Background: an optimization exercise with open tools, aiming at small area, a short achievable clock period and few clock cycles. Do not read the settings as production practice. At most, simulation tests tie the RTL to the original design; equivalence was not proved.

// M1
module M1 (
   input  logic         Clock,
   input  logic         Resetn,
   input  logic         start,
   output logic         done,
   input  logic  [15:0] SRAM_read_data,
   output logic  [17:0] SRAM_address,
   output logic  [15:0] SRAM_write_data,
   output logic         SRAM_we_n
);
==> flow/config.mk <==
export PLATFORM = sky130hd
export DESIGN_NAME = M1
export DESIGN_NICKNAME = M1
export VERILOG_FILES = /design/flow/design.v
export SDC_FILE = /design/flow/constraint.sdc
export NUM_CORES = 4
export LEC_CHECK = 0
export ABC_CLOCK_PERIOD_IN_PS = 4000
export CAP_MARGIN = 20
export CORE_MARGIN = 2
export CORE_UTILIZATION = 65
export CTS_BUF_LIST = sky130_fd_sc_hd__clkbuf_4 sky130_fd_sc_hd__clkbuf_8
export SETUP_SLACK_MARGIN = 5
export SLEW_MARGIN = 20
export SYNTH_HIERARCHICAL = 1
==> flow/constraint.sdc <==
create_clock -name core_clock -period 14.0 [get_ports {Clock}]
set_input_delay 2.8000 -clock core_clock [delete_from_list [all_inputs] [get_ports {Clock}]]
set_output_delay 2.8000 -clock core_clock [all_outputs]
set_load 0.01 [all_outputs]
standard.sh (not shown) runs the stock make flow with config.mk's settings and CLKGATE_MAP_FILE= SYNTH_SCRIPT=/design/flow/synth_recipe.tcl, a recipe that flattens the netlist after the stock synthesis.
==> flow/flow/run.sh <==
#!/bin/bash
set -euo pipefail
bash standard.sh SETUP_SLACK_MARGIN=10 finish > standard_make.log 2>&1
Change:
--- a/flow/design.v
+++ b/flow/design.v
@@ -172,15 +172,16 @@
 assign FhA = {1'b1, 1'b1, fl189, fl187, fl185, fl183, fl181, fl179, fl177, fl175};
 assign FhB = {1'b0, fl190, fl188, fl186, fl184, fl182, fl180, fl178, fl176, fl174};
 always_ff @(posedge Clock) begin
    FqA <= FhA;
    FqB <= FhB;
    Fq12 <= Flo[12];
 end
-assign Fs = FqA + FqB + {9'd0, Fq12};
+logic Fs_co;
+m1_rca #(10) u_fs (.a(FqA), .b(FqB), .ci(Fq12), .s(Fs), .co(Fs_co));
 assign Fc = Fs[9] ? 8'h00 : Fs[8] ? 8'hFF : Fs[7:0];
 logic        odd_sel;
 logic [7:0]  Yi, Ui, Vi;
 logic [15:0] Rlo, Glo, Blo;
 logic [9:0]  RhA, RhB, GhA, GhB, RqA, RqB, GqA, GqB;
 logic [10:0] BhA, BhB, BqA, BqB;
 logic        Rq15, Gq15, Bq15;
@@ -547,17 +548,18 @@
 assign BhA = {1'b1, 1'b1, px527, px525, px523, px521, px519, px517, px515, px513, px511};
 assign BhB = {1'b0, px528, px526, px524, px522, px520, px518, px516, px514, px512, px510};
 always_ff @(posedge Clock) begin
    RqA <= RhA; RqB <= RhB; Rq15 <= Rlo[15];
    GqA <= GhA; GqB <= GhB; Gq15 <= Glo[15];
    BqA <= BhA; BqB <= BhB; Bq15 <= Blo[15];
 end
-assign Rr = RqA + RqB + {9'd0, Rq15};
-assign Gr = GqA + GqB + {9'd0, Gq15};
-assign Br = BqA + BqB + {10'd0, Bq15};
+logic Rr_co, Gr_co, Br_co;
+m1_rca #(10) u_rr (.a(RqA), .b(RqB), .ci(Rq15), .s(Rr), .co(Rr_co));
+m1_rca #(10) u_gr (.a(GqA), .b(GqB), .ci(Gq15), .s(Gr), .co(Gr_co));
+m1_rca #(11) u_br (.a(BqA), .b(BqB), .ci(Bq15), .s(Br), .co(Br_co));
 assign Rc = Rr[9] ? 8'h00 : Rr[8] ? 8'hFF : Rr[7:0];
 assign Gc = Gr[9] ? 8'h00 : Gr[8] ? 8'hFF : Gr[7:0];
 assign Bc = Br[10] ? 8'h00 : (Br[9] | Br[8]) ? 8'hFF : Br[7:0];
 logic run, fill;
 logic last_row;
 assign run   = (state == S_RUN);
 assign fill  = (state == S_FILL);
Outcome:
- The new run produced a clean layout
- wire length decreases by 3.4%
- synthesized area goes down by 2.9%
- count of clock-buffer cells in the layout climbs by 4
- first-iteration DRC count shrinks by 20%
No run of this note included a check of the RTL's function; only the layout flow was run.

job 5176:
Another version of the RTL of M1 (not shown whole).
Size: ~2,400 cells after synthesis, roughly 55 I/O pins, ~28,000 sq um of cells after synthesis.
Settings: LEC_CHECK=0, ABC_CLOCK_PERIOD_IN_PS=4000, CAP_MARGIN=20, CORE_MARGIN=2, CORE_UTILIZATION=55, SETUP_SLACK_MARGIN=5, SLEW_MARGIN=20, SYNTH_HIERARCHICAL=1; clock period 14.0 ns.
Scripts as last shown in full above: flow/flow/run.sh
Job 5176 completed; timing, DRC and antenna clean
Relative to job 5176, the following input files were edited for job 946:
--- a/flow/design.v
+++ b/flow/design.v
@@ -172,16 +172,18 @@
    FrA <= FrowA;
    FrB <= FrowB;
 end
 assign Fs = FrA + FrB;
 assign Fc = Fs[21] ? 8'h00 : Fs[20] ? 8'hFF : Fs[19:12];
 logic        odd_sel;
 logic [7:0]  Yi, Ui, Vi;
-logic [24:0] Rs, Gs;
-logic [25:0] Bs;
+logic [15:0] Rlo, Glo, Blo;
+logic [9:0]  RhA, RhB, GhA, GhB, RqA, RqB, GqA, GqB;
+logic [10:0] BhA, BhB, BqA, BqB;
+logic        Rq15, Gq15, Bq15;
 logic [9:0]  Rr, Gr;
 logic [10:0] Br;
 logic [7:0]  Rc, Gc, Bc;
 always_ff @(posedge Clock) begin
    Yi <= odd_sel ? Yr[7:0] : Yr[15:8];
    Ui <= odd_sel ? Up : win[8];
    Vi <= odd_sel ? Vp : win[7];
@@ -526,22 +528,31 @@
 assign px521 = ~(px477 ^ px476);
 assign px522 = px477 | px476;
 assign px523 = ~(px479 ^ px478);
 assign px524 = px479 | px478;
 assign px525 = ~(px481 ^ px480);
 assign px526 = px481 | px480;
 m1_ha u_px527 (.a(Ui[7]), .b(px482), .s(px527), .co(px528));
-assign Rs = {1'b1, 1'b1, px183, px181, px179, px177, px175, px173, px171, px169, px167, px165, px163, px161, px159, px157, px155, px153, px151, px149, px147, px145, px143, px141, 1'b0} + {1'b0, px184, px182, px180, px178, px176, px174, px172, px170, px168, px166, px164, px162, px160, px158, px156, px154, px152, px150, px148, px146, px144, px142, 1'b1, 1'b0};
-assign Gs = {1'b1, 1'b1, px399, px397, px395, px393, px391, px389, px387, px385, px383, px381, px379, px377, px375, px373, px371, px369, px367, px365, px363, px361, px359, px357, nUi[0]} + {1'b0, px400, px398, px396, px394, px392, px390, px388, px386, px384, px382, px380, px378, px376, px374, px372, px370, px368, px366, px364, px362, px360, px358, 1'b1, 1'b1};
-assign Bs = {1'b1, 1'b1, px527, px525, px523, px521, px519, px517, px515, px513, px511, px509, px507, px505, px503, px501, px499, px497, px495, px493, px491, px489, px487, px485, px483, Ui[0]} + {1'b0, px528, px526, px524, px522, px520, px518, px516, px514, px512, px510, px508, px506, px504, px502, px500, px498, px496, px494, px492, px490, px488, px486, px484, 1'b1, 1'b0};
+assign Rlo = {1'b0, {px167, px165, px163, px161, px159, px157, px155, px153, px151, px149, px147, px145, px143, px141, 1'b0}} + {1'b0, {px166, px164, px162, px160, px158, px156, px154, px152, px150, px148, px146, px144, px142, 1'b1, 1'b0}};
+assign RhA = {1'b1, 1'b1, px183, px181, px179, px177, px175, px173, px171, px169};
+assign RhB = {1'b0, px184, px182, px180, px178, px176, px174, px172, px170, px168};
+assign Glo = {1'b0, {px383, px381, px379, px377, px375, px373, px371, px369, px367, px365, px363, px361, px359, px357, nUi[0]}} + {1'b0, {px382, px380, px378, px376, px374, px372, px370, px368, px366, px364, px362, px360, px358, 1'b1, 1'b1}};
+assign GhA = {1'b1, 1'b1, px399, px397, px395, px393, px391, px389, px387, px385};
+assign GhB = {1'b0, px400, px398, px396, px394, px392, px390, px388, px386, px384};
+assign Blo = {1'b0, {px509, px507, px505, px503, px501, px499, px497, px495, px493, px491, px489, px487, px485, px483, Ui[0]}} + {1'b0, {px508, px506, px504, px502, px500, px498, px496, px494, px492, px490, px488, px486, px484, 1'b1, 1'b0}};
+assign BhA = {1'b1, 1'b1, px527, px525, px523, px521, px519, px517, px515, px513, px511};
+assign BhB = {1'b0, px528, px526, px524, px522, px520, px518, px516, px514, px512, px510};
 always_ff @(posedge Clock) begin
-   Rr <= Rs[24:15];
-   Gr <= Gs[24:15];
-   Br <= Bs[25:15];
+   RqA <= RhA; RqB <= RhB; Rq15 <= Rlo[15];
+   GqA <= GhA; GqB <= GhB; Gq15 <= Glo[15];
+   BqA <= BhA; BqB <= BhB; Bq15 <= Blo[15];
 end
+assign Rr = RqA + RqB + {9'd0, Rq15};
+assign Gr = GqA + GqB + {9'd0, Gq15};
+assign Br = BqA + BqB + {10'd0, Bq15};
 assign Rc = Rr[9] ? 8'h00 : Rr[8] ? 8'hFF : Rr[7:0];
 assign Gc = Gr[9] ? 8'h00 : Gr[8] ? 8'hFF : Gr[7:0];
 assign Bc = Br[10] ? 8'h00 : (Br[9] | Br[8]) ? 8'hFF : Br[7:0];
 logic run, fill;
 logic last_row;
 assign run   = (state == S_RUN);
 assign fill  = (state == S_FILL);
[summary]
Yi[7] as the startpoint of the most critical setup path was reported by job 5176, and SRAM_we_n by job 946. Job 946 ended up with a lower cell count along the critical path than job 5176 did. Startpoint-to-endpoint class of the critical path: flip-flop to output port -> job 946, flip-flop to flip-flop -> job 5176. Job 946 vs. job 5176: non-clock buffer count went down, ratio of final minimum period to clock period moved down, global routing met3 resource utilization dropped 0.53 points, routed wire length went down. Area taken by flip-flops and latches (higher): job 946.
Testbench counts of job 946, summed over its fixed seeds: cycles 432,900.
For job 5176, only the layout was checked, not whether the RTL still works.

port drivers added, routing unchanged:
How much do the figures lean on ideal ports? The routed layouts below were timed once more, with nothing changed but the port constraints. Step 1, drivers: a clkbuf_16 drives Clock and a buf_2 each remaining input, both assumed. Step 2, shift: input delay + t, output delay - t, t = (earliest + latest rising clock arrival at the registers) / 2. This alone moves slack from input paths to output paths. a / b / c = no drivers / after step 1 / after step 2; a / b = the first two.
run	shift t [ns]	setup slack, ns	slew at the worst register clock pin (ns)	cell pins on the clock port's net
the first run of note 1	0.714	9.310 / 9.310 / 9.310	0.08 / 0.08	1
the second run of note 1	0.689	9.134 / 9.134 / 9.134	0.07 / 0.07	1
job 5176	0.651	9.577 / 9.577 / 9.500	0.07 / 0.07	1
job 946	0.667	9.966 / 9.905 / 9.719	0.07 / 0.07	1
After both steps every run listed still meets setup and hold. For job 946, which loses most, drivers alone change the setup slack by -0.061 ns; drivers and shift together by -0.247 ns.
